From an optimization exercise on the open Yosys and OpenROAD flow, aimed at small area and a short achievable clock period; shortcuts taken in it are not production practice.
RTL that was checked went through simulation tests only; none was proved equivalent to the original.
The RTL of runs 2, 4 and 6 was laid out without a check of its function.

==> flow/design.v (outline; a module is shown in full before it is edited, if it fits) <==
// module fdiv_norm: 54 lines
// module fdiv_qsl4: 1038 lines
// module fdiv_r4: 23 lines
// module fdiv_r2: 19 lines
// module fdiv_rca: 16 lines
// module fdiv_post: 47 lines
// module fdiv_stream: 105 lines
module fdiv_stream (
    input wire clk,
    input wire rstn,
    input wire in_valid,
    input wire [31:0] in_x1,
    input wire [31:0] in_x2,
    output reg out_valid,
    output reg [31:0] out_y );
  // ...
==> flow/flow/run.sh <==
#!/bin/bash
# Layout: the standard flow (standard.sh) with these changes.
# 1. Synthesis: Yosys's synth runs with -noabc, which skips only its generic
#    pre-mapping ABC pass, so the adder extraction sees the full adders with
#    the polarity the RTL writes them in instead of wrapped in inverters.
#    The final ABC mapping to the library uses an area-oriented script
#    (abc_area_map.script below: AIG rewriting with dc2/dch and the amap
#    area mapper, then ORFS's buffering and down-sizing steps) instead of
#    ORFS's delay-oriented abc_speed.script; every stage still has slack at
#    the clock period. The registers and the rest of synthesis are standard.
# 2. Port buffers: buffer_ports still buffers every input and output, with
#    sky130_fd_sc_hd__buf_1 instead of the delay cell it picks by default.
# 3. Clock tree: clkbuf_16 buffers, larger sink clusters, no dummy loads.
set -euo pipefail
cat > abc_area_map.script <<'ABC'
strash
dch -f
amap -m -F 2 -A 8
strash
dc2
dch -f
amap -m -F 2 -A 8
strash
dc2
dch -f
amap -m -F 2 -A 8
strash
dc2
dch -f
amap -m -F 2 -A 8
buffer -c
topo
stime -c
dnsize -c
ABC
{
  echo 'proc synth {args} { yosys synth -nofsm -noshare -noabc {*}$args }'
  echo 'proc abc {args} {'
  echo '  set i [lsearch -exact $args -script]'
  echo "  if {\$i >= 0} { lset args [expr {\$i + 1}] $PWD/abc_area_map.script }"
  echo '  yosys abc {*}$args'
  echo '}'
  tail -n +2 synth_recipe.tcl
} > synth_recipe_custom.tcl
head -1 synth_recipe.tcl | grep -q 'proc synth'
bash standard.sh SYNTH_SCRIPT="$PWD/synth_recipe_custom.tcl" \
  "BUFFER_PORTS_ARGS=-buffer_cell sky130_fd_sc_hd__buf_1" \
  "CTS_ARGS=-sink_clustering_enable -repair_clock_nets -buf_list sky130_fd_sc_hd__clkbuf_16 -sink_clustering_size 30 -sink_clustering_max_diameter 120 -dont_use_dummy_load" \
  finish > standard.log 2>&1
==> flow/standard.sh <==
#!/bin/bash
# synth_recipe.tcl (not shown) runs the flow's synth.tcl, then flattens the netlist and writes it again
# the make line also repeats each setting of config.mk as NAME=value (left out here)
make -C /OpenROAD-flow-scripts/flow DESIGN_CONFIG=/design/flow/config.mk WORK_HOME=/design/flow/orfs CLKGATE_MAP_FILE= SYNTH_SCRIPT=/design/flow/synth_recipe.tcl "${@:-finish}"
==> flow/config.mk <==
export PLATFORM = sky130hd
export DESIGN_NAME = fdiv_stream
export DESIGN_NICKNAME = fdiv_stream
export VERILOG_FILES = /design/flow/design.v
export SDC_FILE = /design/flow/constraint.sdc
export NUM_CORES = 4
export LEC_CHECK = 0
export CAP_MARGIN = 20
export CORE_MARGIN = 2
export CORE_UTILIZATION = 40
export SLEW_MARGIN = 20
==> flow/constraint.sdc <==
create_clock -name core_clock -period 170.0 [get_ports {clk}]
set_input_delay 34.0000 -clock core_clock [delete_from_list [all_inputs] [get_ports {clk}]]
set_output_delay 34.0000 -clock core_clock [all_outputs]
set_load 0.01 [all_outputs]
==> summary.md, run 1 <==
| Metric | Value |
|---|---|
| Status | complete, no violations |
| I/O pins | 100 |
| Largest registers | out_y x32, x1_q x32, x2_q x32 |
| Routability cong. | 0.982 |
| Top cells by count, synth | 588 x nor2_1, 420 x o22ai_1, 415 x fa_1 |
| Syn Nets | 4367 |
| Signal buffers | 152 |
| Post-synth EDFFs | 0 |
| Metal2 WL | 43200 um |
| Final Hold Viols | 0 |
| Final worst path period need | 35180 ps |
| Yosys cell types | 59 |
| Signal buf overhead | 0.0240 |
| CTS sink cnt | 319 |
| Setup Skew | 47.3 ps |
| Slew @ Worst Pin | 1190 ps |
| TritonCTS buffer count | 17 |
| R2R Path Start | x2_q[25] |
| Dpl ws | 135260 ps |
| Clock Latency Late Sink | 560 ps |
| Adder-Cell Fraction of Synth Area | 0.318 |
| Multi-In Gates | 2877 |
| Top-count cell post-synth | nor2_1 |
| Setup Fix Bufs, Post-CTS | 0 |
| Root buf cell | clkbuf_16 |
| Period utilization | 0.207 |
| Complex-gate fraction of the synthesized area | 0.266 |
| Crit-path max cell delay | 860 ps |
| Hold path depth | 0 |
| Share of the synthesized area in the top cell type | 0.271 |
| Antenna violations before repair | 1 |
| Mean cell area of the mapped netlist | 8.14 um^2 |
==> module fdiv_post, before the edit <==
module fdiv_post (
  input  wire [25:0] s,
  input  wire [25:0] c,
  input  wire [24:0] qp,    
  input  wire [24:0] qn,
  input  wire [22:0] b,
  input  wire signed [5:0] g,
  input  wire [ 8:0] e,
  input  wire        z,
  input  wire        sg,
  output wire [31:0] y
);
  wire [23:0] bf  = {1'b1, b};
  wire        neg = g[5];
  wire [4:0]  gi  = ~g[4:0];              
  wire [23:0] bs  = neg ? 24'd0 : {1'b0, bf[23:1]} >> g[4:0];
  wire [24:0] keep = neg ? ~((25'd2 << gi) - 25'd1) : {25{1'b1}};
  wire [23:0] oh  = keep[24:1] & ~keep[23:0];    
  wire [25:0] k_s = s ^ c ^ {2'd0, bs};
  wire [25:0] k_c = {(s[24:0] & c[24:0]) | (s[24:0] & {1'd0, bs}) | (c[24:0] & {1'd0, bs}), 1'b0};
  wire [25:0] t;
  fdiv_rca #(26) add_t (.x(k_s), .y(k_c), .ci(1'b0), .s(t));
  wire        c_lo = ~t[25];
  function automatic carry25(input [24:0] x, input [24:0] y);
    integer i;
    begin
      carry25 = 1'b1;
      for (i = 0; i < 25; i = i + 1)
        carry25 = (x[i] & y[i]) | (x[i] & carry25) | (y[i] & carry25);
    end
  endfunction
  wire        c_hi = t[25] ^ carry25(t[24:0], ~{1'd0, bf});
  wire [24:0] xb = ~qn;
  wire [24:0] xo = {1'b0, oh};
  wire [24:0] x_s = qp ^ xb ^ xo;
  wire [24:0] x_c = {(qp[23:0] & xb[23:0]) | (qp[23:0] & xo[23:0]) | (xb[23:0] & xo[23:0]), 1'b0};
  wire [24:0] x0;
  fdiv_rca #(25) add_x (.x(x_s), .y(x_c), .ci(1'b0), .s(x0));
  wire [24:0] v;
  fdiv_rca #(25) add_v (.x(x0), .y({24'd0, c_hi}), .ci(c_lo), .s(v));
  wire [24:0] vm  = v & keep;
  wire [22:0] m   = v[24] ? vm[23:1] : vm[22:0];
  wire [8:0]  ec  = (z | ~v[24]) ? e : e + 9'd1;
  wire        inf = (ec == 9'd255);
  wire        dnm = ec[8] | (ec == 9'd0);
  assign y = {sg, dnm ? 8'd0 : inf ? 8'd255 : ec[7:0], (inf | dnm | z) ? 23'd0 : m};
endmodule
==> inputs of run 2 (changes only) <==
--- a/flow/design.v
+++ b/flow/design.v
@@ -1187,8 +1187,9 @@
   wire [24:0] x_c = {(qp[23:0] & xb[23:0]) | (qp[23:0] & xo[23:0]) | (xb[23:0] & xo[23:0]), 1'b0};
   wire [24:0] x0;
   fdiv_rca #(25) add_x (.x(x_s), .y(x_c), .ci(1'b0), .s(x0));
-  wire [24:0] v;
-  fdiv_rca #(25) add_v (.x(x0), .y({24'd0, c_hi}), .ci(c_lo), .s(v));
+  wire [24:0] x1 = x0 + 25'd1;
+  wire [24:0] x2 = x0 + 25'd2;
+  wire [24:0] v  = c_hi ? x2 : c_lo ? x1 : x0;
   wire [24:0] vm  = v & keep;
   wire [22:0] m   = v[24] ? vm[23:1] : vm[22:0];
   wire [8:0]  ec  = (z | ~v[24]) ? e : e + 9'd1;
==> flow/flow/run.sh (replaced) <==
#!/bin/bash
# Layout: the standard flow (standard.sh) with three changes.
# 1. Synthesis: Yosys's synth runs with -noabc, which skips only its generic
#    pre-mapping ABC pass, so the adder extraction sees the full adders with
#    the polarity the RTL writes them in instead of wrapped in inverters. The
#    final ABC mapping, the registers and the rest of synthesis are standard.
# 2. Port buffers: buffer_ports still buffers every input and output, with
#    sky130_fd_sc_hd__buf_1 instead of the delay cell it picks by default.
# 3. Clock tree: smaller buffers and no dummy loads.
set -euo pipefail
sed 's/yosys synth -nofsm -noshare /yosys synth -nofsm -noshare -noabc /' synth_recipe.tcl > synth_recipe_noabc.tcl
grep -q -- '-noabc' synth_recipe_noabc.tcl
bash standard.sh SYNTH_SCRIPT="$PWD/synth_recipe_noabc.tcl" \
  "BUFFER_PORTS_ARGS=-buffer_cell sky130_fd_sc_hd__buf_1" \
  "CTS_ARGS=-sink_clustering_enable -repair_clock_nets -buf_list sky130_fd_sc_hd__clkbuf_16 -sink_clustering_size 18 -sink_clustering_max_diameter 80 -dont_use_dummy_load" \
  finish > standard.log 2>&1
==> summary.md, run 2 <==
| Metric | Value |
|---|---|
| Initial core utilization | 0.404 |
| Yosys cell types | 105 (+78%) |
| Post-Syn Area | 0.0344 mm^2 |
| I/O pins | 100 (unchanged) |
| DP Area | 0.0356 mm^2 |
| Most frequent cells in the layout | 414 x fa_1, 319 x dfxtp_1, 304 x nand2_1 |
| Row cnt | 107 |
| GRT Util Overall | 0.215 |
| Die H | 297 um |
| Via Count | 28.5k |
| Synth async-reset ratio | 0 |
| Routability cong. | 0.928 (-5.4%) |
| RSZ-0062 raised after global routing | false |
| Nets | 4324 |
| Post-synthesis sequential area ratio | 0.186 |
| WP data arrival | 1120 ps |
| Vias per inst | 5.83 |
| Core box area | 0.0851 mm^2 |
| Post_cts resized | 0 |
| Setup Skew | 131 ps (+83.7 ps) |
| Mean cell area of the mapped netlist | 8.89 um^2 (+9.3%) |
| H-tree lvl count | 1 |
| DRC violations left | 0 |
| Vias in the first global route | 28.4k |
| Grt ovf | 0 |
| Share of cells above drive strength 1 | 0.0587 |
| Slew margin rel. | 0.296 |
| Worst setup EP type | output port |
| Number of synthesized register bits | 319 |
| Area contributors post-synth | fa_1 24%, dfxtp_1 19%, xnor2_1 7.2%, a22oi_1 4.0%, ha_1 3.4% |
| Max Cap Viol | 0 |
| Pin count of the biggest net entering global routing | 47 |
| TritonCTS buffer count | 28 (+11) |
| CTS tree | done |
| CP Buf/Inv Count | 1 |
| Setup_tns | 0 ps |
| CP Data Required Time | 136000 ps |
| CP max FO | 1 |
| Post-synth EDFFs | 0 (unchanged) |
| Die width | 297 um |
| Top-count cell post-synth | fa_1 |
| Final worst path period need | 35120 ps (-68.0 ps) |
| Slew @ Worst Pin | 1050 ps (-141 ps) |
| Final Util | 0.426 |
| F_max | 0.0285 GHz |
| Pre-Repair DR Iteration Count | 7 |
| Antenna violations before repair | 3 (+2) |
| Slew Limit Fails | 0 |
| Final ANT Viol Nets | 0 |
| Period utilization | 0.207 (-0.000400) |
| Largest registers | out_y x32, x1_q x32, x2_q x32 |
| Top cells by count, synth | 414 x fa_1, 319 x dfxtp_1, 304 x nand2_1 |
| Iteration-0 DRC Markers | 2265 |
| Syn Nets | 4441 (+1.7%) |
| Crit-path cells | buf_1 |
| Clock Latency Late Sink | 660 ps (+100 ps) |
| Dpl hpwl | 74600 um |
| WS Path Type | reg -> out |
| Final setup viols | 0 |
| First-pass GRT wire length | 157000 um |
| Final setup margin | 134880 ps |
| Ys flop type | dfxtp_1 |
| Min-Delay Path Class | reg -> reg |
| Clk pin slew, worst setup/hold paths | 80 ps |
| Routed len/inst | 19.7 um |
| # diodes | 0 |
| Root buf cell | clkbuf_16 |
| Clock buffer depth | 3 |
| Status | complete, no violations |
| CTS sink cnt | 319 (unchanged) |
| Synth Warn # | 4 |
| Commonest non-fill, non-tap cell in the layout | fa_1 |
| CTS Hold Buffers Added | 0 |
| Dpl ws | 135550 ps (+290 ps) |
| Crit-path max cell delay | 320 ps (-540 ps) |
| Synth Instances | 3866 |
| Layout area overhead | 5.47% |
| Startpoint types | register |
| Final Hold Viols | 0 (unchanged) |
| Largest delay share family, worst path | flip-flops |
| Slowest-stage cell, CP | dfxtp_1 |
| Yosys top cell by area | fa_1 |
| Port bufs | 99 |
| Setup Fix Bufs, Post-CTS | 0 (unchanged) |
| Routed WL | 96100 um |
| Post-route cell area | 0.0363 mm^2 |
| Die Area | 0.0883 mm^2 |
| Share of the synthesized area in the top cell type | 0.241 (-0.0299) |
-- run 2: cell types whose count changed in the layout (fill, tap and decap cells not counted), moves of 41 or more --
cell      previous run  this run
nand2_1            239       304
a22oi_1             10       183
mux2i_1              0       110
and2_1               2        43
inv_1              323       175
xnor2_1              0       281
nand2b_1             2        49
clkinv_1            49         6
o22ai_1            418        60
nor2_1             585       264
o21ai_0            248       189
o22a_1              79         7
a21oi_1            355       193
xor2_1               8        69
-- run 2: final cells by class --
type                       count  area, um^2
tap                         1144        1430
fill                        8466       48900
inverter                     197         739
sequential                   319        6390
multi-input combinational   3046       26200
clock buffer                  28         701
timing repair buffer         157         807
-- run 2: worst paths after layout --
check,end,start,cells after the start,slack (ps)
worst min register to register,qd_2[17],qd_1[2],0,320
worst max-delay path,out_valid,out_valid,1,134880
worst max register to register,ws_1[9],x1_q[17],95,139630
worst min-delay path,qd_2[17],qd_1[2],0,320
-- run 2: routing by layer --
layer  share of wire  up-vias  GRT usage  wire [um]
met4           0.025        4     0.0590       2410
met5         0.00033        -          0         32
met2            0.48      882      0.366      46200
met3           0.054      160     0.0177       5220
met1            0.44    14092      0.292      42300
li1                -    13358          -          -
-- run 2: per-stage QoR --
stage          cells  hold WS, ps
2_1_floorplan   3866          310
3_3_place_gp    4863          310
3_5_place_dp    4863          312
4_1_cts         4891          323
5_1_grt         4891          332
6_report        4891          321
-- run 2: logic make-up after synthesis --
group	count (synthesis)	synth area share
buf+inv	501	0.0567
mux	151	0.0485
flops	319	0.186
simple gates	1004	0.140
xor+xnor	353	0.0901
compound gates	1022	0.202
fa+ha+maj	516	0.278
==> inputs of run 3 (changes only) <==
--- a/flow/design.v
+++ b/flow/design.v
@@ -1187,9 +1187,8 @@
   wire [24:0] x_c = {(qp[23:0] & xb[23:0]) | (qp[23:0] & xo[23:0]) | (xb[23:0] & xo[23:0]), 1'b0};
   wire [24:0] x0;
   fdiv_rca #(25) add_x (.x(x_s), .y(x_c), .ci(1'b0), .s(x0));
-  wire [24:0] x1 = x0 + 25'd1;
-  wire [24:0] x2 = x0 + 25'd2;
-  wire [24:0] v  = c_hi ? x2 : c_lo ? x1 : x0;
+  wire [24:0] v;
+  fdiv_rca #(25) add_v (.x(x0), .y({24'd0, c_hi}), .ci(c_lo), .s(v));
   wire [24:0] vm  = v & keep;
   wire [22:0] m   = v[24] ? vm[23:1] : vm[22:0];
   wire [8:0]  ec  = (z | ~v[24]) ? e : e + 9'd1;
==> summary.md, run 3 <==
| Metric | Value |
|---|---|
| Status | complete, no violations |
| Final setup margin | 134950 ps (+68.0 ps) |
| Worst hold slack | 327 ps (+5.71 ps) |
| Setup Skew | 68.8 ps (-62.3 ps) |
| Most frequent cells in the layout | 415 x fa_1, 319 x dfxtp_1, 290 x nand2_1 |
| Area contributors post-synth | fa_1 24%, dfxtp_1 18%, xnor2_1 6.5%, a22oi_1 4.7%, ha_1 4.2% |
| Worst setup EP type | output port |
| F_max | 0.0285 GHz (+0.20%) |
| Routability cong. | 0.906 (-2.4%) |
| Dpl hpwl | 73300 um (-1.8%) |
| Top cells by count, synth | 415 x fa_1, 319 x dfxtp_1, 290 x nand2_1 |
| Slew @ Worst Pin | 1150 ps (+98.8 ps) |
| Crit-path max cell delay | 320 ps (about the same) |
| Via Count | 28.7k (+0.74%) |
| Root buf cell | clkbuf_16 |
| Post-route cell area | 0.0363 mm^2 (about the same) |
| Post-synth EDFFs | 0 (unchanged) |
| Port bufs | 99 (unchanged) |
| Yosys top cell by area | fa_1 |
| CP Data Required Time | 136000 ps (about the same) |
| Commonest non-fill, non-tap cell in the layout | fa_1 |
| Yosys cell types | 102 (-2.9%) |
| CTS Hold Buffers Added | 0 (unchanged) |
| DP Area | 0.0356 mm^2 (+0.10%) |
| Share of cells above drive strength 1 | 0.0633 (+0.00461) |
| Initial core utilization | 0.405 (+0.000961) |
| Max Cap Viol | 0 (unchanged) |
| Post-Syn Area | 0.0346 mm^2 (+0.55%) |
| Routed len/inst | 20.1 um (+2.1%) |
| Ys flop type | dfxtp_1 |
| Vias per inst | 5.91 (+1.5%) |
| Die width | 298 um (+0.27%) |
| Fill count | 8583 (+1.4%) |
| Post_cts resized | 0 (unchanged) |
| CP Buf/Inv Count | 1 (unchanged) |
| Final Util | 0.425 (-0.00120) |
| Multi-input logic area | 0.0263 mm^2 (+0.45%) |
| Layout area overhead | 4.92% |
| I/O pins | 100 (unchanged) |
| Core box area | 0.0854 mm^2 (+0.31%) |
| Slew margin rel. | 0.232 (-0.0647) |
| Syn Nets | 4458 (+0.38%) |
| Routed WL | 97400 um (+1.4%) |
| Dpl ws | 135550 ps (-2.00 ps) |
| Startpoint types | register |
| Slowest-stage cell, CP | dfxtp_1 |
| WP data arrival | 1050 ps (-70 ps) |
| Reg area | 0.00639 mm^2 (unchanged) |
| Die Area | 0.0888 mm^2 (+0.55%) |
| Final ANT Viol Nets | 0 (unchanged) |
| Slew Limit Fails | 0 (unchanged) |
| Setup_tns | 0 ps (unchanged) |
| CTS tree | done |
| GRT Util Overall | 0.216 (+0.00150) |
| Pin count of the biggest net entering global routing | 51 (+8.5%) |
| Synth Warn # | 4 (unchanged) |
| Synth async-reset ratio | 0 (unchanged) |
| Number of synthesized register bits | 319 (unchanged) |
| Clock buffer depth | 3 (unchanged) |
| First-pass GRT wire length | 158000 um (+0.72%) |
| Mean cell area of the mapped netlist | 8.96 um^2 (+0.71%) |
| Nets | 4311 (-0.30%) |
| CTS sink cnt | 319 (unchanged) |
| Largest registers | out_y x32, x1_q x32, x2_q x32 |
| H-tree lvl count | 1 (unchanged) |
| CP max FO | 1 (unchanged) |
| Final setup viols | 0 (unchanged) |
| Clk pin slew, worst setup/hold paths | 80 ps (about the same) |
| Row cnt | 107 (unchanged) |
| Post-synthesis sequential area ratio | 0.185 (-0.00102) |
| Period utilization | 0.206 (-0.000400) |
| WS Path Type | reg -> out |
| RSZ-0062 raised after global routing | false |
| Crit-path cells | buf_1 |
| Setup Fix Bufs, Post-CTS | 0 (unchanged) |
| Synth Instances | 3860 (-0.16%) |
| DRC violations left | 0 (unchanged) |
| Final Hold Viols | 0 (unchanged) |
| TritonCTS buffer count | 27 (-3.6%) |
| Final worst path period need | 35050 ps (-68.0 ps) |
| # placed instances | 4828 (-0.72%) |
| Largest delay share family, worst path | flip-flops |
| Die H | 298 um (+0.27%) |
| Pre-Repair DR Iteration Count | 6 (-1) |
| Clock Latency Late Sink | 610 ps (-50 ps) |
| Top-count cell post-synth | fa_1 |
| Min-Delay Path Class | reg -> reg |
| Grt ovf | 0 (unchanged) |
| Share of the synthesized area in the top cell type | 0.240 (-0.000747) |
| Final std cells w/o fill | 4855 (-0.74%) |
| Vias in the first global route | 28.3k (-0.39%) |
| # diodes | 0 (unchanged) |
| Iteration-0 DRC Markers | 2474 (+9.2%) |
| Antenna violations before repair | 1 (-2) |
run 3: cell types whose count changed after synthesis, moves of 22 or more:
cell | previous run | this run
ha_1 | 94 | 116
a21oi_1 | 200 | 173
xnor2_1 | 281 | 258
xor2_1 | 71 | 38
o22ai_1 | 61 | 31
clkbuf_1 | 239 | 275
a31oi_1 | 33 | 77
o21ai_0 | 189 | 223
a32oi_1 | 32 | 5
a22oi_1 | 183 | 218
run 3: cell families after synthesis:
group | share of synthesized area
mux | 0.0465
flops | 0.185
compound gates | 0.215
simple gates | 0.132
xor+xnor | 0.0761
fa+ha+maj | 0.289
buf+inv | 0.0570
run 3: worst reg2reg max path, delay by kind of cell, from the launching register on:
family / cells / cell delay, ps
AO/OA/AOI/OAI: 18 / 2800
multiplexers: 1 / 170
flip-flops: 1 / 340
adder cells (fa/ha/maj): 66 / 20550
XOR/XNOR: 15 / 3370
AND/OR/NAND/NOR: 12 / 2410
buffers and inverters: 8 / 1900
run 3: final cells by class:
| class | instances | share of cell area |
|---|---|---|
| flip-flops and latches | 319 | 0.176 |
| repair buffers | 154 | 0.0216 |
| multi-input cells | 3030 | 0.726 |
| clock buffers | 27 | 0.0186 |
| inverters | 181 | 0.0187 |
| well taps | 1144 | 0.0395 |
run 3: worst paths after layout:
| path | depth (start not counted) | startpoint | to | slack [ps] |
|---|---|---|---|---|
| setup / recovery | 1 | out_y[25] | out_y[25] | 134950 |
| hold / removal | 0 | e_1[5] | e_2[5] | 330 |
| setup reg to reg | 120 | ws_2[18] | out_y[7] | 138390 |
| hold reg to reg | 0 | e_1[5] | e_2[5] | 330 |
run 3: layer usage:
layer | share of wire | vias up | global-route usage
met5 | 0.00011 | - | 0
met3 | 0.062 | 149 | 0.0246
li1 | - | 13328 | -
met1 | 0.45 | 14139 | 0.306
met2 | 0.47 | 1089 | 0.354
met4 | 0.023 | 2 | 0.0522
==> inputs of run 4 (changes only) <==
--- a/flow/design.v
+++ b/flow/design.v
@@ -1187,8 +1187,9 @@
   wire [24:0] x_c = {(qp[23:0] & xb[23:0]) | (qp[23:0] & xo[23:0]) | (xb[23:0] & xo[23:0]), 1'b0};
   wire [24:0] x0;
   fdiv_rca #(25) add_x (.x(x_s), .y(x_c), .ci(1'b0), .s(x0));
-  wire [24:0] v;
-  fdiv_rca #(25) add_v (.x(x0), .y({24'd0, c_hi}), .ci(c_lo), .s(v));
+  wire [24:0] x1 = x0 + 25'd1;
+  wire [24:0] x2 = x0 + 25'd2;
+  wire [24:0] v  = c_hi ? x2 : c_lo ? x1 : x0;
   wire [24:0] vm  = v & keep;
   wire [22:0] m   = v[24] ? vm[23:1] : vm[22:0];
   wire [8:0]  ec  = (z | ~v[24]) ? e : e + 9'd1;
==> flow/flow/run.sh (replaced) <==
#!/bin/bash
# Layout: the standard flow (standard.sh) with these changes.
# 1. Synthesis: Yosys's synth runs with -noabc, which skips only its generic
#    pre-mapping ABC pass, so the adder extraction sees the full adders with
#    the polarity the RTL writes them in instead of wrapped in inverters.
#    The final ABC mapping runs ORFS's own abc_speed.script with its &nf
#    mapper allowed to relax delay for area (-R 1000 -p). The registers and
#    the rest of synthesis are standard.
# 2. Port buffers: buffer_ports still buffers every input and output, with
#    sky130_fd_sc_hd__buf_1 instead of the delay cell it picks by default.
# 3. Clock tree: clkbuf_16 buffers, larger sink clusters, no dummy loads.
set -euo pipefail
sed 's/^&nf$/\&nf -R 1000 -p/' "$FLOW_HOME/scripts/abc_speed.script" > abc_area_relaxed.script
grep -q -- '&nf -R 1000 -p' abc_area_relaxed.script
{
  echo 'proc synth {args} { yosys synth -nofsm -noshare -noabc {*}$args }'
  echo 'proc abc {args} {'
  echo '  set i [lsearch -exact $args -script]'
  echo "  if {\$i >= 0} { lset args [expr {\$i + 1}] $PWD/abc_area_relaxed.script }"
  echo '  yosys abc {*}$args'
  echo '}'
  tail -n +2 synth_recipe.tcl
} > synth_recipe_custom.tcl
head -1 synth_recipe.tcl | grep -q 'proc synth'
bash standard.sh SYNTH_SCRIPT="$PWD/synth_recipe_custom.tcl" \
  "BUFFER_PORTS_ARGS=-buffer_cell sky130_fd_sc_hd__buf_1" \
  "CTS_ARGS=-sink_clustering_enable -repair_clock_nets -buf_list sky130_fd_sc_hd__clkbuf_16 -sink_clustering_size 18 -sink_clustering_max_diameter 80 -dont_use_dummy_load" \
  finish > standard.log 2>&1
==> summary.md, run 4 <==
| Metric | Value |
|---|---|
| Worst reg2reg setup slack | 140040 ps (+1650 ps) |
| Min-Delay Path Class | reg -> reg |
| CP Data Required Time | 136000 ps (about the same) |
| Setup Fix Bufs, Post-CTS | 0 (unchanged) |
| WS Path Type | reg -> out |
| R2R Path Start | x2_q[12] |
| Multi-input logic area | 0.0253 mm^2 (-4.0%) |
| Share of cells above drive strength 1 | 0.0618 (-0.00148) |
| Clock Latency Late Sink | 600 ps (about the same) |
| Pre-Repair DR Iteration Count | 6 (unchanged) |
| Hold path depth | 0 (unchanged) |
| Row cnt | 105 (-1.9%) |
| Yosys cell types | 105 (+2.9%) |
| Commonest non-fill, non-tap cell in the layout | fa_1 |
| Antenna violations before repair | 1 (unchanged) |
| Largest registers | out_y x32, x1_q x32, x2_q x32 |
| Post-Syn Area | 0.0334 mm^2 (-3.4%) |
| I/O pins | 100 (unchanged) |
| Yosys top cell by area | fa_1 |
| Final Hold Viols | 0 (unchanged) |
| Share of the synthesized area in the top cell type | 0.248 (+0.00783) |
| Worst hold slack | 317 ps (-10.0 ps) |
| DRC violations left | 0 (unchanged) |
| WP data arrival | 1080 ps (+30 ps) |
| Final ANT Viol Nets | 0 (unchanged) |
| Initial core utilization | 0.406 (+0.000715) |
| # placed instances | 4649 (-3.7%) |
| RSZ-0062 raised after global routing | false |
| Synth Area in XOR/XNOR | 0.0953 (+0.0192) |
| GRT Util Overall | 0.207 (-0.00975) |
| Crit-path cells | buf_1 |
| Crit-path max cell delay | 330 ps (about the same) |
| Routed WL | 88800 um (-8.8%) |
| Area contributors post-synth | fa_1 25%, dfxtp_1 19%, xnor2_1 7.4%, a22oi_1 4.1%, nand2_1 3.6% |
| Simple-gate portion of the synthesized area | 0.134 (+0.00245) |
| Period utilization | 0.206 (about the same) |
| Grt ovf | 0 (unchanged) |
| Slew @ Worst Pin | 996 ps (-153 ps) |
| Slowest-stage cell, CP | dfxtp_1 |
| Synth Warn # | 4 (unchanged) |
| Adder-Cell Fraction of Synth Area | 0.289 (about the same) |
| Core box area | 0.0824 mm^2 (-3.6%) |
| RR Endpoint | ws_1[8] |
| Synth Instances | 3725 (-3.5%) |
| Largest family of logic cells by synthesized area | adder cells |
| Die Area | 0.0858 mm^2 (-3.3%) |
| Layout area overhead | 5.06% |
| # diodes | 0 (unchanged) |
| Port bufs | 99 (unchanged) |
| Routed len/inst | 19.0 um (-5.3%) |
| Setup Skew | 80.2 ps (+11.4 ps) |
| Iteration-0 DRC Markers | 1991 (-20%) |
| Slew margin rel. | 0.327 (+0.0957) |
| Post_cts resized | 0 (unchanged) |
| Top cells by count, synth | 414 x fa_1, 320 x nand2_1, 319 x dfxtp_1 |
| Clock buffer depth | 3 (unchanged) |
| Most frequent cells in the layout | 414 x fa_1, 320 x nand2_1, 317 x dfxtp_1 |
| Fill count | 8170 (-4.8%) |
| Nets | 4183 (-3.0%) |
| Synth async-reset ratio | 0 (unchanged) |
| Startpoint types | register |
| Ys flop type | dfxtp_1 |
| Root buf cell | clkbuf_16 |
| CP max FO | 1 (unchanged) |
| Setup_tns | 0 ps (unchanged) |
| Final setup viols | 0 (unchanged) |
| Pin count of the biggest net entering global routing | 56 (+9.8%) |
| Vias per inst | 5.75 (-2.8%) |
| CTS Hold Buffers Added | 0 (unchanged) |
| Hold path startpoint | qd_1[8] |
| Final worst path period need | 35080 ps (+28.0 ps) |
| Slew Limit Fails | 0 (unchanged) |
| Via Count | 26.9k (-6.4%) |
| Dpl ws | 135540 ps (-6.00 ps) |
| Top-count cell post-synth | fa_1 |
| F_max | 0.0285 GHz (about the same) |
| DP Area | 0.0344 mm^2 (-3.4%) |
| Largest delay share family, worst path | flip-flops |
| Final setup margin | 134920 ps (-28.0 ps) |
| R2R cell count | 103 (-14%) |
| Dpl hpwl | 68200 um (-7.0%) |
| Mean cell area of the mapped netlist | 8.97 um^2 (+0.11%) |
| Post-synthesis sequential area ratio | 0.191 (+0.00648) |
| Worst min-delay path endpoint | qd_2[23] |
| CP Buf/Inv Count | 1 (unchanged) |
| H-tree lvl count | 1 (unchanged) |
| Die width | 293 um (-1.7%) |
| Max Cap Viol | 0 (unchanged) |
| Worst setup EP type | output port |
| Status | complete, no violations |
| Syn Nets | 4300 (-3.5%) |
| Routability cong. | 0.897 (-0.97%) |
| Multiplexer share of the synthesized area | 0.0372 (-0.00938) |
| CTS sink cnt | 319 (unchanged) |
| Final std cells w/o fill | 4676 (-3.7%) |
| First-pass GRT wire length | 146000 um (-7.6%) |
| Reg area | 0.00639 mm^2 (about the same) |
| Post-route cell area | 0.0351 mm^2 (-3.3%) |
| Complex-gate fraction of the synthesized area | 0.197 (-0.0177) |
| TritonCTS buffer count | 27 (unchanged) |
| CTS tree | done |
| Clk pin slew, worst setup/hold paths | 70 ps (about the same) |
| Vias in the first global route | 26.6k (-5.8%) |
| Die H | 293 um (-1.7%) |
| Number of synthesized register bits | 319 (unchanged) |
| Post-synth EDFFs | 0 (unchanged) |
run 4: cell count changes after synthesis, sizes merged, moves of 16 or more:
cell    previous run  this run
a31oi             77        34
a221oi            58        30
xnor2            258       287
o22ai             32        79
nand2            291       321
clkbuf           277       225
a22oi            218       182
mux2i             94        76
ha               116        94
buf               53        69
xor2              39        68
run 4: layout make-up:
class	instances	share of cell area
clock buffers	27	0.0193
inverters	180	0.0193
multi-input cells	2932	0.720
flip-flops and latches	319	0.182
well taps	1070	0.0381
repair buffers	148	0.0211
run 4: how the worst max path moves through the flow:
| stage | slack [ps] | from | endpoint | cells past startpoint |
|---|---|---|---|---|
| 2_1_floorplan | 135670 | out_valid | out_valid | 0 |
| 3_3_place_gp | 135560 | out_y[14] | out_y[14] | 1 |
| 3_5_place_dp | 135540 | out_y[27] | out_y[27] | 1 |
| 4_1_cts | 134880 | out_y[27] | out_y[27] | 1 |
| 5_1_grt | 134880 | out_y[26] | out_y[26] | 1 |
| 6_report | 134920 | out_y[27] | out_y[27] | 1 |
run 4: per-stage QoR:
stage               utilization
finish                    0.426
global route              0.426
CTS                       0.426
detailed placement        0.418
global placement          0.418
floorplan                     -
run 4: per-layer routing:
layer,global-route usage,part of all wire,vias up,routed length (um)
met2,0.343,0.47,821,41400
met4,0.0478,0.021,0,1870
met5,0,0,-,0
met3,0.0196,0.054,134,4820
met1,0.291,0.46,13220,40700
li1,-,-,12707,-
run 4: kinds of logic after synthesis:
| group | count (synthesis) |
|---|---|
| xor gates and xnor gates | 355 |
| AOI/OAI and AO/OA | 980 |
| DFF | 319 |
| adders and majority gates | 528 |
| buffers and inverters | 474 |
| and+or+nand+nor | 959 |
| muxes | 110 |
==> inputs of run 5 (changes only) <==
--- a/flow/design.v
+++ b/flow/design.v
@@ -1187,9 +1187,8 @@
   wire [24:0] x_c = {(qp[23:0] & xb[23:0]) | (qp[23:0] & xo[23:0]) | (xb[23:0] & xo[23:0]), 1'b0};
   wire [24:0] x0;
   fdiv_rca #(25) add_x (.x(x_s), .y(x_c), .ci(1'b0), .s(x0));
-  wire [24:0] x1 = x0 + 25'd1;
-  wire [24:0] x2 = x0 + 25'd2;
-  wire [24:0] v  = c_hi ? x2 : c_lo ? x1 : x0;
+  wire [24:0] v;
+  fdiv_rca #(25) add_v (.x(x0), .y({24'd0, c_hi}), .ci(c_lo), .s(v));
   wire [24:0] vm  = v & keep;
   wire [22:0] m   = v[24] ? vm[23:1] : vm[22:0];
   wire [8:0]  ec  = (z | ~v[24]) ? e : e + 9'd1;
==> summary.md, run 5 <==
| Metric | Value |
|---|---|
| Largest registers | out_y x32, x1_q x32, x2_q x32 |
| WS Path Type | reg -> out |
| Worst hold slack | 305 ps (-12.1 ps) |
| Die H | 292 um (-0.23%) |
| Number of synthesized register bits | 319 (unchanged) |
| Startpoint types | register |
| Die Area | 0.0854 mm^2 (-0.46%) |
| Status | complete, no violations |
| Mean cell area of the mapped netlist | 9.09 um^2 (+1.4%) |
| CP Data Required Time | 136000 ps (about the same) |
| Pin count of the biggest net entering global routing | 53 (-5.4%) |
| RSZ-0062 raised after global routing | false |
| Setup Skew | 59.8 ps (-20.4 ps) |
| Via Count | 26.5k (-1.4%) |
| CP Buf/Inv Count | 1 (unchanged) |
| Yosys top cell by area | fa_1 |
| Hold path startpoint | qd_1[13] |
| Ys flop type | dfxtp_1 |
| DRC violations left | 0 (unchanged) |
| Port bufs | 99 (unchanged) |
| Iteration-0 DRC Markers | 2100 (+5.5%) |
| F_max | 0.0285 GHz (about the same) |
| Dpl hpwl | 66700 um (-2.2%) |
| Grt ovf | 0 (unchanged) |
| Final worst path period need | 35060 ps (-14.0 ps) |
| Largest delay share family, worst path | flip-flops |
| R2R Path Start | ws_2[18] |
| Final Hold Viols | 0 (unchanged) |
| Antenna violations before repair | 0 (-1) |
| Synth async-reset ratio | 0 (unchanged) |
| Routability cong. | 0.927 (+3.3%) |
| Min-Delay Path Class | reg -> reg |
| Layout area overhead | 5.37% |
| Initial core utilization | 0.404 (-0.00124) |
| Most frequent cells in the layout | 415 x fa_1, 317 x dfxtp_1, 305 x nand2_1 |
| CTS Hold Buffers Added | 0 (unchanged) |
| Slowest-stage cell, CP | dfxtp_1 |
| I/O pins | 100 (unchanged) |
| Area contributors post-synth | fa_1 25%, dfxtp_1 19%, xnor2_1 7.8%, a22oi_1 5.4%, ha_1 4.4% |
| Vias per inst | 5.75 (about the same) |
| Routed len/inst | 19.4 um (+2.1%) |
| Post-synthesis sequential area ratio | 0.192 (+0.000892) |
| First-pass GRT wire length | 146000 um (about the same) |
| Setup_tns | 0 ps (unchanged) |
| Vias in the first global route | 26.9k (+1.2%) |
| Clock Latency Late Sink | 600 ps (about the same) |
| Share of the synthesized area in the top cell type | 0.250 (+0.00176) |
| Post_cts resized | 0 (unchanged) |
| Post-Syn Area | 0.0332 mm^2 (-0.46%) |
| Synth Instances | 3658 (-1.8%) |
| GRT Util Overall | 0.208 (+0.00160) |
| Yosys cell types | 98 (-6.7%) |
| Slew @ Worst Pin | 989 ps (-7.04 ps) |
| Max Cap Viol | 0 (unchanged) |
| CTS sink cnt | 319 (unchanged) |
| CP max FO | 1 (unchanged) |
| Top cells by count, synth | 415 x fa_1, 319 x dfxtp_1, 305 x nand2_1 |
| Setup Fix Bufs, Post-CTS | 0 (unchanged) |
| Die width | 292 um (-0.23%) |
| Synth Warn # | 4 (unchanged) |
| H-tree lvl count | 1 (unchanged) |
| Pre-Repair DR Iteration Count | 6 (unchanged) |
| Root buf cell | clkbuf_16 |
| Post-synth EDFFs | 0 (unchanged) |
| Worst setup path startpoint | out_y[30] |
| Nets | 4141 (-1.0%) |
| Slew margin rel. | 0.339 (+0.0118) |
| Row cnt | 105 (unchanged) |
| Routed WL | 89400 um (+0.63%) |
| Share of cells above drive strength 1 | 0.0669 (+0.00509) |
| # diodes | 0 (unchanged) |
| Core box area | 0.0822 mm^2 (-0.16%) |
| Commonest non-fill, non-tap cell in the layout | fa_1 |
| Top-count cell post-synth | fa_1 |
| Final ANT Viol Nets | 0 (unchanged) |
| Final setup viols | 0 (unchanged) |
| Syn Nets | 4256 (-1.0%) |
| CTS tree | done |
| Period utilization | 0.206 (about the same) |
| Crit-path cells | buf_1 |
| WP data arrival | 1060 ps (-20 ps) |
| Slew Limit Fails | 0 (unchanged) |
| Clk pin slew, worst setup/hold paths | 80 ps (about the same) |
| Crit-path max cell delay | 320 ps (about the same) |
| Worst setup EP type | output port |
| TritonCTS buffer count | 28 (+3.7%) |
| Clock buffer depth | 3 (unchanged) |
==> run 5: final cells by class <==
| cell class | instances | area, um^2 |
|---|---|---|
| Fill cell | 8127 | 47200 |
| Clock buffer | 28 | 701 |
| Sequential cell | 319 | 6390 |
| Multi-Input combinational cell | 2871 | 25200 |
| Inverter | 161 | 604 |
| Tap cell | 1070 | 1340 |
| Timing Repair Buffer | 162 | 845 |
==> run 5: cell families after synthesis <==
group | count (synthesis) | share of synthesized area
adder cells (fa/ha/maj) | 548 | 0.299
AO/OA/AOI/OAI | 1001 | 0.205
AND/OR/NAND/NOR | 885 | 0.123
buffers and inverters | 468 | 0.0548
multiplexers | 114 | 0.0405
flip-flops | 319 | 0.192
XOR/XNOR | 323 | 0.0860
==> run 5: path summary, 6_finish.rpt <==
kind	cells past startpoint	end	slack (ps)
setup / recovery	1	out_y[30]	134940
hold reg to reg	0	qd_2[28]	300
hold / removal	0	qd_2[28]	300
setup reg to reg	117	out_y[22]	137990
==> run 5: per-layer routing <==
layer  GRT usage  wire length [um]
met5           0                 0
met4      0.0512              1950
met3      0.0275              4910
met2       0.347             42000
met1       0.286             40500
==> run 5: per-stage QoR <==
| stage | setup WS, ps | instances | cell area (um^2) | utilization |
|---|---|---|---|---|
| after floorplan | 135670 | 3658 | 33200 | - |
| final | 134940 | 4611 | 35000 | 0.426 |
| after global placement | 135560 | 4583 | 34300 | 0.417 |
| after CTS | 134880 | 4611 | 35000 | 0.426 |
| after detailed placement | 135540 | 4583 | 34300 | 0.417 |
| after global routing | 134870 | 4611 | 35000 | 0.426 |
==> module fdiv_stream, before the edit <==
module fdiv_stream (
    input wire clk,
    input wire rstn,
    input wire in_valid,
    input wire [31:0] in_x1,
    input wire [31:0] in_x2,
    output reg out_valid,
    output reg [31:0] out_y );
    reg v_q;
    reg [31:0] x1_q;
    reg [31:0] x2_q;
    always @(posedge clk) begin
        if (~rstn) v_q <= 1'b0; else v_q <= in_valid;
        x1_q <= in_x1;
        x2_q <= in_x2;
    end
    wire n_s, n_z;
    wire [24:0] n_a; wire [22:0] n_b;
    wire signed [5:0] n_g;
    wire [8:0] n_e;
    fdiv_norm norm0 (.x1(x1_q), .x2(x2_q), .s(n_s), .z(n_z), .a(n_a), .b(n_b), .g(n_g), .e(n_e));
    wire [26:0] d1_s, d1_c; wire d1_n, d1_1, d1_2;
    fdiv_r4 d1 (.s({2'b00, n_a}), .c(27'd0), .first(1'b1), .b(n_b), .s_o(d1_s), .c_o(d1_c), .qneg(d1_n), .q1(d1_1), .q2(d1_2));
    wire [26:0] d2_s, d2_c; wire d2_n, d2_1, d2_2;
    fdiv_r4 d2 (.s(d1_s), .c(d1_c), .first(1'b0), .b(n_b), .s_o(d2_s), .c_o(d2_c), .qneg(d2_n), .q1(d2_1), .q2(d2_2));
    wire [26:0] d3_s, d3_c; wire d3_n, d3_1, d3_2;
    fdiv_r4 d3 (.s(d2_s), .c(d2_c), .first(1'b0), .b(n_b), .s_o(d3_s), .c_o(d3_c), .qneg(d3_n), .q1(d3_1), .q2(d3_2));
    wire [26:0] d4_s, d4_c; wire d4_n, d4_1, d4_2;
    fdiv_r4 d4 (.s(d3_s), .c(d3_c), .first(1'b0), .b(n_b), .s_o(d4_s), .c_o(d4_c), .qneg(d4_n), .q1(d4_1), .q2(d4_2));
    wire [26:0] d5_s, d5_c; wire d5_n, d5_1, d5_2;
    fdiv_r4 d5 (.s(d4_s), .c(d4_c), .first(1'b0), .b(n_b), .s_o(d5_s), .c_o(d5_c), .qneg(d5_n), .q1(d5_1), .q2(d5_2));
    reg v_1;
    reg s_1;
    reg z_1;
    reg [22:0] b_1;
    reg signed [5:0] g_1;
    reg [8:0] e_1;
    reg [26:0] ws_1;
    reg [26:0] wc_1;
    reg [14:0] qd_1;
    always @(posedge clk) begin
        if (~rstn) v_1 <= 1'b0; else v_1 <= v_q;
        s_1 <= n_s;
        z_1 <= n_z;
        b_1 <= n_b;
        g_1 <= n_g;
        e_1 <= n_e;
        ws_1 <= d5_s;
        wc_1 <= d5_c;
        qd_1 <= {{{{{d1_n, d1_1, d1_2}, d2_n, d2_1, d2_2}, d3_n, d3_1, d3_2}, d4_n, d4_1, d4_2}, d5_n, d5_1, d5_2};
    end
    wire [26:0] d6_s, d6_c; wire d6_n, d6_1, d6_2;
    fdiv_r4 d6 (.s(ws_1), .c(wc_1), .first(1'b0), .b(b_1), .s_o(d6_s), .c_o(d6_c), .qneg(d6_n), .q1(d6_1), .q2(d6_2));
    wire [26:0] d7_s, d7_c; wire d7_n, d7_1, d7_2;
    fdiv_r4 d7 (.s(d6_s), .c(d6_c), .first(1'b0), .b(b_1), .s_o(d7_s), .c_o(d7_c), .qneg(d7_n), .q1(d7_1), .q2(d7_2));
    wire [26:0] d8_s, d8_c; wire d8_n, d8_1, d8_2;
    fdiv_r4 d8 (.s(d7_s), .c(d7_c), .first(1'b0), .b(b_1), .s_o(d8_s), .c_o(d8_c), .qneg(d8_n), .q1(d8_1), .q2(d8_2));
    wire [26:0] d9_s, d9_c; wire d9_n, d9_1, d9_2;
    fdiv_r4 d9 (.s(d8_s), .c(d8_c), .first(1'b0), .b(b_1), .s_o(d9_s), .c_o(d9_c), .qneg(d9_n), .q1(d9_1), .q2(d9_2));
    wire [26:0] d10_s, d10_c; wire d10_n, d10_1, d10_2;
    fdiv_r4 d10 (.s(d9_s), .c(d9_c), .first(1'b0), .b(b_1), .s_o(d10_s), .c_o(d10_c), .qneg(d10_n), .q1(d10_1), .q2(d10_2));
    reg v_2;
    reg s_2;
    reg z_2;
    reg [22:0] b_2;
    reg signed [5:0] g_2;
    reg [8:0] e_2;
    reg [26:0] ws_2;
    reg [26:0] wc_2;
    reg [29:0] qd_2;
    always @(posedge clk) begin
        if (~rstn) v_2 <= 1'b0; else v_2 <= v_1;
        s_2 <= s_1;
        z_2 <= z_1;
        b_2 <= b_1;
        g_2 <= g_1;
        e_2 <= e_1;
        ws_2 <= d10_s;
        wc_2 <= d10_c;
        qd_2 <= {{{{{qd_1, d6_n, d6_1, d6_2}, d7_n, d7_1, d7_2}, d8_n, d8_1, d8_2}, d9_n, d9_1, d9_2}, d10_n, d10_1, d10_2};
    end
    wire [26:0] d11_s, d11_c; wire d11_n, d11_1, d11_2;
    fdiv_r4 d11 (.s(ws_2), .c(wc_2), .first(1'b0), .b(b_2), .s_o(d11_s), .c_o(d11_c), .qneg(d11_n), .q1(d11_1), .q2(d11_2));
    wire [26:0] d12_s, d12_c; wire d12_n, d12_1, d12_2;
    fdiv_r4 d12 (.s(d11_s), .c(d11_c), .first(1'b0), .b(b_2), .s_o(d12_s), .c_o(d12_c), .qneg(d12_n), .q1(d12_1), .q2(d12_2));
    wire [26:0] d13_s, d13_c; wire d13_p, d13_n;
    fdiv_r2 d13 (.s(d12_s), .c(d12_c), .b(b_2), .s_o(d13_s), .c_o(d13_c), .qp(d13_p), .qn(d13_n));
    wire [35:0] qd = {{qd_2, d11_n, d11_1, d11_2}, d12_n, d12_1, d12_2};
    wire [24:0] qp, qn;
    genvar gj;
    generate for (gj = 0; gj < 12; gj = gj + 1) begin : dig
        assign qp[2*gj+2] = qd[3*gj+0] & ~qd[3*gj+2];
        assign qp[2*gj+1] = qd[3*gj+1] & ~qd[3*gj+2];
        assign qn[2*gj+2] = qd[3*gj+0] & qd[3*gj+2];
        assign qn[2*gj+1] = qd[3*gj+1] & qd[3*gj+2];
    end endgenerate
    assign qp[0] = d13_p;
    assign qn[0] = d13_n;
    wire [31:0] y;
    fdiv_post post0 (.s(d13_s[25:0]), .c(d13_c[25:0]), .qp(qp), .qn(qn), .b(b_2), .g(g_2), .e(e_2), .z(z_2), .sg(s_2), .y(y));
    always @(posedge clk) begin
        if (~rstn) out_valid <= 1'b0; else out_valid <= v_2;
        out_y <= y;
    end
endmodule
==> inputs of run 6 (changes only) <==
--- a/flow/design.v
+++ b/flow/design.v
@@ -1181,14 +1181,11 @@
     end
   endfunction
   wire        c_hi = t[25] ^ carry25(t[24:0], ~{1'd0, bf});
-  wire [24:0] xb = ~qn;
-  wire [24:0] xo = {1'b0, oh};
-  wire [24:0] x_s = qp ^ xb ^ xo;
-  wire [24:0] x_c = {(qp[23:0] & xb[23:0]) | (qp[23:0] & xo[23:0]) | (xb[23:0] & xo[23:0]), 1'b0};
-  wire [24:0] x0;
-  fdiv_rca #(25) add_x (.x(x_s), .y(x_c), .ci(1'b0), .s(x0));
+  wire [24:0] a;
+  fdiv_rca #(25) add_a (.x(qp), .y(~qn), .ci(1'b0), .s(a));
+  wire [24:0] inc = {1'b0, oh[23:1], oh[0] | c_hi};
   wire [24:0] v;
-  fdiv_rca #(25) add_v (.x(x0), .y({24'd0, c_hi}), .ci(c_lo), .s(v));
+  fdiv_rca #(25) add_v (.x(a), .y(inc), .ci(c_lo), .s(v));
   wire [24:0] vm  = v & keep;
   wire [22:0] m   = v[24] ? vm[23:1] : vm[22:0];
   wire [8:0]  ec  = (z | ~v[24]) ? e : e + 9'd1;
@@ -1258,6 +1255,8 @@
     fdiv_r4 d9 (.s(d8_s), .c(d8_c), .first(1'b0), .b(b_1), .s_o(d9_s), .c_o(d9_c), .qneg(d9_n), .q1(d9_1), .q2(d9_2));
     wire [26:0] d10_s, d10_c; wire d10_n, d10_1, d10_2;
     fdiv_r4 d10 (.s(d9_s), .c(d9_c), .first(1'b0), .b(b_1), .s_o(d10_s), .c_o(d10_c), .qneg(d10_n), .q1(d10_1), .q2(d10_2));
+    wire [26:0] d11_s, d11_c; wire d11_n, d11_1, d11_2;
+    fdiv_r4 d11 (.s(d10_s), .c(d10_c), .first(1'b0), .b(b_1), .s_o(d11_s), .c_o(d11_c), .qneg(d11_n), .q1(d11_1), .q2(d11_2));
     reg v_2;
     reg s_2;
     reg z_2;
@@ -1266,7 +1265,7 @@
     reg [8:0] e_2;
     reg [26:0] ws_2;
     reg [26:0] wc_2;
-    reg [29:0] qd_2;
+    reg [32:0] qd_2;
     always @(posedge clk) begin
         if (~rstn) v_2 <= 1'b0; else v_2 <= v_1;
         s_2 <= s_1;
@@ -1274,17 +1273,15 @@
         b_2 <= b_1;
         g_2 <= g_1;
         e_2 <= e_1;
-        ws_2 <= d10_s;
-        wc_2 <= d10_c;
-        qd_2 <= {{{{{qd_1, d6_n, d6_1, d6_2}, d7_n, d7_1, d7_2}, d8_n, d8_1, d8_2}, d9_n, d9_1, d9_2}, d10_n, d10_1, d10_2};
+        ws_2 <= d11_s;
+        wc_2 <= d11_c;
+        qd_2 <= {{{{{{qd_1, d6_n, d6_1, d6_2}, d7_n, d7_1, d7_2}, d8_n, d8_1, d8_2}, d9_n, d9_1, d9_2}, d10_n, d10_1, d10_2}, d11_n, d11_1, d11_2};
     end
-    wire [26:0] d11_s, d11_c; wire d11_n, d11_1, d11_2;
-    fdiv_r4 d11 (.s(ws_2), .c(wc_2), .first(1'b0), .b(b_2), .s_o(d11_s), .c_o(d11_c), .qneg(d11_n), .q1(d11_1), .q2(d11_2));
     wire [26:0] d12_s, d12_c; wire d12_n, d12_1, d12_2;
-    fdiv_r4 d12 (.s(d11_s), .c(d11_c), .first(1'b0), .b(b_2), .s_o(d12_s), .c_o(d12_c), .qneg(d12_n), .q1(d12_1), .q2(d12_2));
+    fdiv_r4 d12 (.s(ws_2), .c(wc_2), .first(1'b0), .b(b_2), .s_o(d12_s), .c_o(d12_c), .qneg(d12_n), .q1(d12_1), .q2(d12_2));
     wire [26:0] d13_s, d13_c; wire d13_p, d13_n;
     fdiv_r2 d13 (.s(d12_s), .c(d12_c), .b(b_2), .s_o(d13_s), .c_o(d13_c), .qp(d13_p), .qn(d13_n));
-    wire [35:0] qd = {{qd_2, d11_n, d11_1, d11_2}, d12_n, d12_1, d12_2};
+    wire [35:0] qd = {qd_2, d12_n, d12_1, d12_2};
     wire [24:0] qp, qn;
     genvar gj;
     generate for (gj = 0; gj < 12; gj = gj + 1) begin : dig
==> flow/flow/run.sh (replaced) <==
#!/bin/bash
# Layout: the standard flow (standard.sh) with these changes.
# 1. Synthesis: Yosys's synth runs with -noabc, which skips only its generic
#    pre-mapping ABC pass, so the adder extraction sees the full adders with
#    the polarity the RTL writes them in instead of wrapped in inverters.
#    The final ABC mapping to the library uses an area-oriented script
#    (abc_area_map.script below: AIG rewriting with dc2/dch and the amap
#    area mapper, then ORFS's usual buffering and sizing steps) instead of
#    ORFS's delay-oriented abc_speed.script; every stage still has slack at
#    the clock period. The registers and the rest of synthesis are standard.
# 2. Port buffers: buffer_ports still buffers every input and output, with
#    sky130_fd_sc_hd__buf_1 instead of the delay cell it picks by default.
# 3. Clock tree: clkbuf_16 buffers, larger sink clusters, no dummy loads.
set -euo pipefail
cat > abc_area_map.script <<'ABC'
strash
dch -f
amap -m -F 2 -A 8
strash
dc2
dch -f
amap -m -F 2 -A 8
strash
dc2
dch -f
amap -m -F 2 -A 8
strash
dc2
dch -f
amap -m -F 2 -A 8
buffer -c
topo
stime -c
upsize -c
dnsize -c
ABC
{
  echo 'proc synth {args} { yosys synth -nofsm -noshare -noabc {*}$args }'
  echo 'proc abc {args} {'
  echo '  set i [lsearch -exact $args -script]'
  echo "  if {\$i >= 0} { lset args [expr {\$i + 1}] $PWD/abc_area_map.script }"
  echo '  yosys abc {*}$args'
  echo '}'
  tail -n +2 synth_recipe.tcl
} > synth_recipe_custom.tcl
head -1 synth_recipe.tcl | grep -q 'proc synth'
bash standard.sh SYNTH_SCRIPT="$PWD/synth_recipe_custom.tcl" \
  "BUFFER_PORTS_ARGS=-buffer_cell sky130_fd_sc_hd__buf_1" \
  "CTS_ARGS=-sink_clustering_enable -repair_clock_nets -buf_list sky130_fd_sc_hd__clkbuf_16 -sink_clustering_size 30 -sink_clustering_max_diameter 120 -dont_use_dummy_load" \
  finish > standard.log 2>&1
==> summary.md, run 6 <==
| Metric | Value |
|---|---|
| Slew margin rel. | 0.282 (-0.0572) |
| Post-route cell area | 0.0323 mm^2 (-7.7%) |
| CP Data Required Time | 170410 ps (+34410 ps) |
| Slew @ Worst Pin | 1080 ps (+88.1 ps) |
| Initial core utilization | 0.404 (-0.000689) |
| Root buf cell | clkbuf_16 |
| Row cnt | 101 (-3.8%) |
| WS Path Type | reg -> reg |
| Setup Skew | 51.7 ps (-8.19 ps) |
| Period utilization | 0.207 (+0.000347) |
| First-pass GRT wire length | 145000 um (-1.2%) |
| CTS sink cnt | 322 (+0.94%) |
| Number of synthesized register bits | 322 (+0.94%) |
| Synth Warn # | 4 (unchanged) |
| WP data arrival | 35530 ps (+34470 ps) |
| Synth Instances | 3719 (+1.7%) |
| Final Hold Viols | 0 (unchanged) |
| CP max FO | 29 (+28) |
| Die H | 281 um (-3.9%) |
| Worst setup EP type | register |
| Die width | 281 um (-3.9%) |
| F_max | 0.0285 GHz (-0.17%) |
| GRT Util Overall | 0.227 (+0.0191) |
| Ys flop type | dfxtp_1 |
| Die Area | 0.0789 mm^2 (-7.7%) |
| Final setup viols | 0 (unchanged) |
| RSZ-0062 raised after global routing | false |
| Worst hold slack | 316 ps (+11.6 ps) |
| Top cells by count, synth | 577 x nor2_1, 433 x o22ai_1, 415 x fa_1 |
| Min-Delay Path Class | reg -> reg |
| Top-count cell post-synth | nor2_1 |
| Dpl ws | 135270 ps (-277 ps) |
| Slowest-stage cell, CP | nor2_2 |
| TritonCTS buffer count | 16 (-43%) |
| Post-synthesis sequential area ratio | 0.210 (+0.0182) |
| Post_cts resized | 0 (unchanged) |
| # placed instances | 4665 (+1.8%) |
| Grt ovf | 0 (unchanged) |
| Vias in the first global route | 26.2k (-2.9%) |
| Clock buffer depth | 3 (unchanged) |
| Yosys top cell by area | fa_1 |
| DP Area | 0.0319 mm^2 (-7.2%) |
| Iteration-0 DRC Markers | 2267 (+8.0%) |
| Post-Syn Area | 0.0307 mm^2 (-7.8%) |
| Core box area | 0.0759 mm^2 (-7.7%) |
| Clock Latency Late Sink | 540 ps (-60 ps) |
| Port bufs | 99 (unchanged) |
| Mean cell area of the mapped netlist | 8.24 um^2 (-9.3%) |
| Layout area overhead | 5.51% |
| Worst min-delay path endpoint | qd_2[22] |
| Yosys cell types | 80 (-18%) |
| Most common cell on crit path | fa_1 |
| Syn Nets | 4293 (+0.87%) |
| Setup_tns | 0 ps (unchanged) |
| H-tree lvl count | 1 (unchanged) |
| Final Util | 0.426 (about the same) |
| Final setup margin | 134880 ps (-59.0 ps) |
| Slew Limit Fails | 0 (unchanged) |
| RR Endpoint | ws_1[10] |
| Vias per inst | 5.69 (-0.97%) |
| Routed WL | 89900 um (+0.60%) |
| Final std cells w/o fill | 4686 (+1.6%) |
| Synth async-reset ratio | 0 (unchanged) |
| Clk pin slew, worst setup/hold paths | 110 ps (+30 ps) |
| Commonest non-fill, non-tap cell in the layout | nor2_1 |
| Startpoint types | register |
| Post-synth EDFFs | 0 (unchanged) |
| Crit-path max cell delay | 810 ps (+490 ps) |
| Status | complete, no violations |
| Max Cap Viol | 0 (unchanged) |
| Share of cells above drive strength 1 | 0.0394 (-0.0275) |
| Area contributors post-synth | fa_1 27%, dfxtp_1 21%, o22ai_1 8.8%, nor2_1 7.1%, a21oi_1 5.9% |
| Final ANT Viol Nets | 0 (unchanged) |
| Share of the synthesized area in the top cell type | 0.271 (+0.0212) |
| Pin count of the biggest net entering global routing | 52 (-1.9%) |
| Worst reg2reg setup slack | 134880 ps (-3110 ps) |
| R2R cell count | 148 (+26%) |
| Hold path startpoint | qd_1[4] |
| CTS Hold Buffers Added | 0 (unchanged) |
| I/O pins | 100 (unchanged) |
| Antenna violations before repair | 4 (+4) |
| Fill count | 7632 (-6.1%) |
| CTS tree | done |
| Routability cong. | 0.940 (+1.4%) |
| Setup Fix Bufs, Post-CTS | 0 (unchanged) |
| DRC violations left | 0 (unchanged) |
| Pre-Repair DR Iteration Count | 6 (unchanged) |
| R2R Path Start | x2_q[23] |
| Via Count | 26.7k (+0.64%) |
| Hold path depth | 0 (unchanged) |
| Routed len/inst | 19.2 um (-1.0%) |
| Final worst path period need | 35120 ps (+59.0 ps) |
| Most frequent cells in the layout | 573 x nor2_1, 432 x o22ai_1, 415 x fa_1 |
| Nets | 4230 (+2.1%) |
| Dpl hpwl | 72000 um (+8.1%) |
[run 6: cell types whose count changed after synthesis, sizes merged, moves of 38 or more]
cell    previous run  this run
a21oi            183       363
nor3              38        87
xnor2            302         1
clkbuf           245       182
nand2b            54         0
o22ai             26       443
inv              159       345
nand3             66        28
mux2i             77         0
a22oi            249        12
nor2             250       584
nand2            305       203
o22a              11        79
[run 6: worst max path at each step]
stage / start / end / slack (ps)
4_1_cts: out_valid / out_valid / 134920
5_1_grt: x2_q[23] / ws_1[10] / 132340
2_1_floorplan: out_valid / out_valid / 135670
3_5_place_dp: x2_q[23] / ws_1[10] / 135270
3_3_place_gp: x2_q[23] / ws_1[15] / 135380
6_report: x2_q[23] / ws_1[10] / 134880
[run 6: final cells by class]
cell class,instances,area (um^2),area share
timing repair buffer,139,729,0.0226
antenna,2,5.00,0.000155
multi-input combinational,2821,22100,0.684
sequential,322,6450,0.199
tap,1030,1290,0.0398
inverter,356,1340,0.0415
clock buffer,16,400,0.0124
[run 6: kinds of logic after synthesis]
kind of cell,synth area share
AOI/OAI and AO/OA,0.265
DFF,0.210
and+or+nand+nor,0.141
adders and majority gates,0.309
xor gates and xnor gates,0.00286
buffers and inverters,0.0718
[run 6: worst max-delay path: cells and delay by family (launching register included)]
kind                       cells  cell delay [ps]
AOI/OAI and AO/OA             62            11910
buffers and inverters         13             3370
xor gates and xnor gates       3              640
and+or+nand+nor               41             7340
DFF                            1              450
adders and majority gates     29            11150
[run 6: metal layers]
metal / up-vias / GRT usage / wire length, um
li1: 12939 / - / -
met3: 134 / 0.0278 / 5420
met4: 4 / 0.0686 / 2820
met5: - / 0 / 28
met1: 12675 / 0.310 / 39600
met2: 915 / 0.377 / 42100

==> port drivers added, routing unchanged <==
How much do the figures lean on ideal ports? The routed layouts below were timed once more, with nothing changed but the port constraints.
Step 1 (the two cells are an assumption about what drives the block):
set clk [get_ports {clk}]
set_driving_cell -lib_cell sky130_fd_sc_hd__clkbuf_16 $clk
set_driving_cell -lib_cell sky130_fd_sc_hd__buf_2 [delete_from_list [all_inputs] $clk]
Step 2 adds t to the input delays and takes it off the output delays; t is the mean of the earliest and latest rising clock arrival at the registers after step 1. Input paths then give back, and output paths get back, about the clock's delay inside the block.
a / b / c = no drivers / after step 1 / after step 2; a / b = the first two.
| run | shift t [ns] | setup WS [ns] | worst setup path at the end |
|---|---|---|---|
| run 1 | 0.575 | 134.816 / 134.816 / 134.816 | register to register |
| run 2 | 0.653 | 134.884 / 134.818 / 135.471 | register to output |
| run 3 | 0.645 | 134.952 / 134.883 / 135.528 | register to output |
| run 4 | 0.627 | 134.924 / 134.861 / 135.488 | register to output |
| run 5 | 0.631 | 134.938 / 134.878 / 135.509 | register to output |
| run 6 | 0.562 | 134.879 / 134.879 / 134.879 | register to register |
After both steps setup and hold are still met in every run listed.
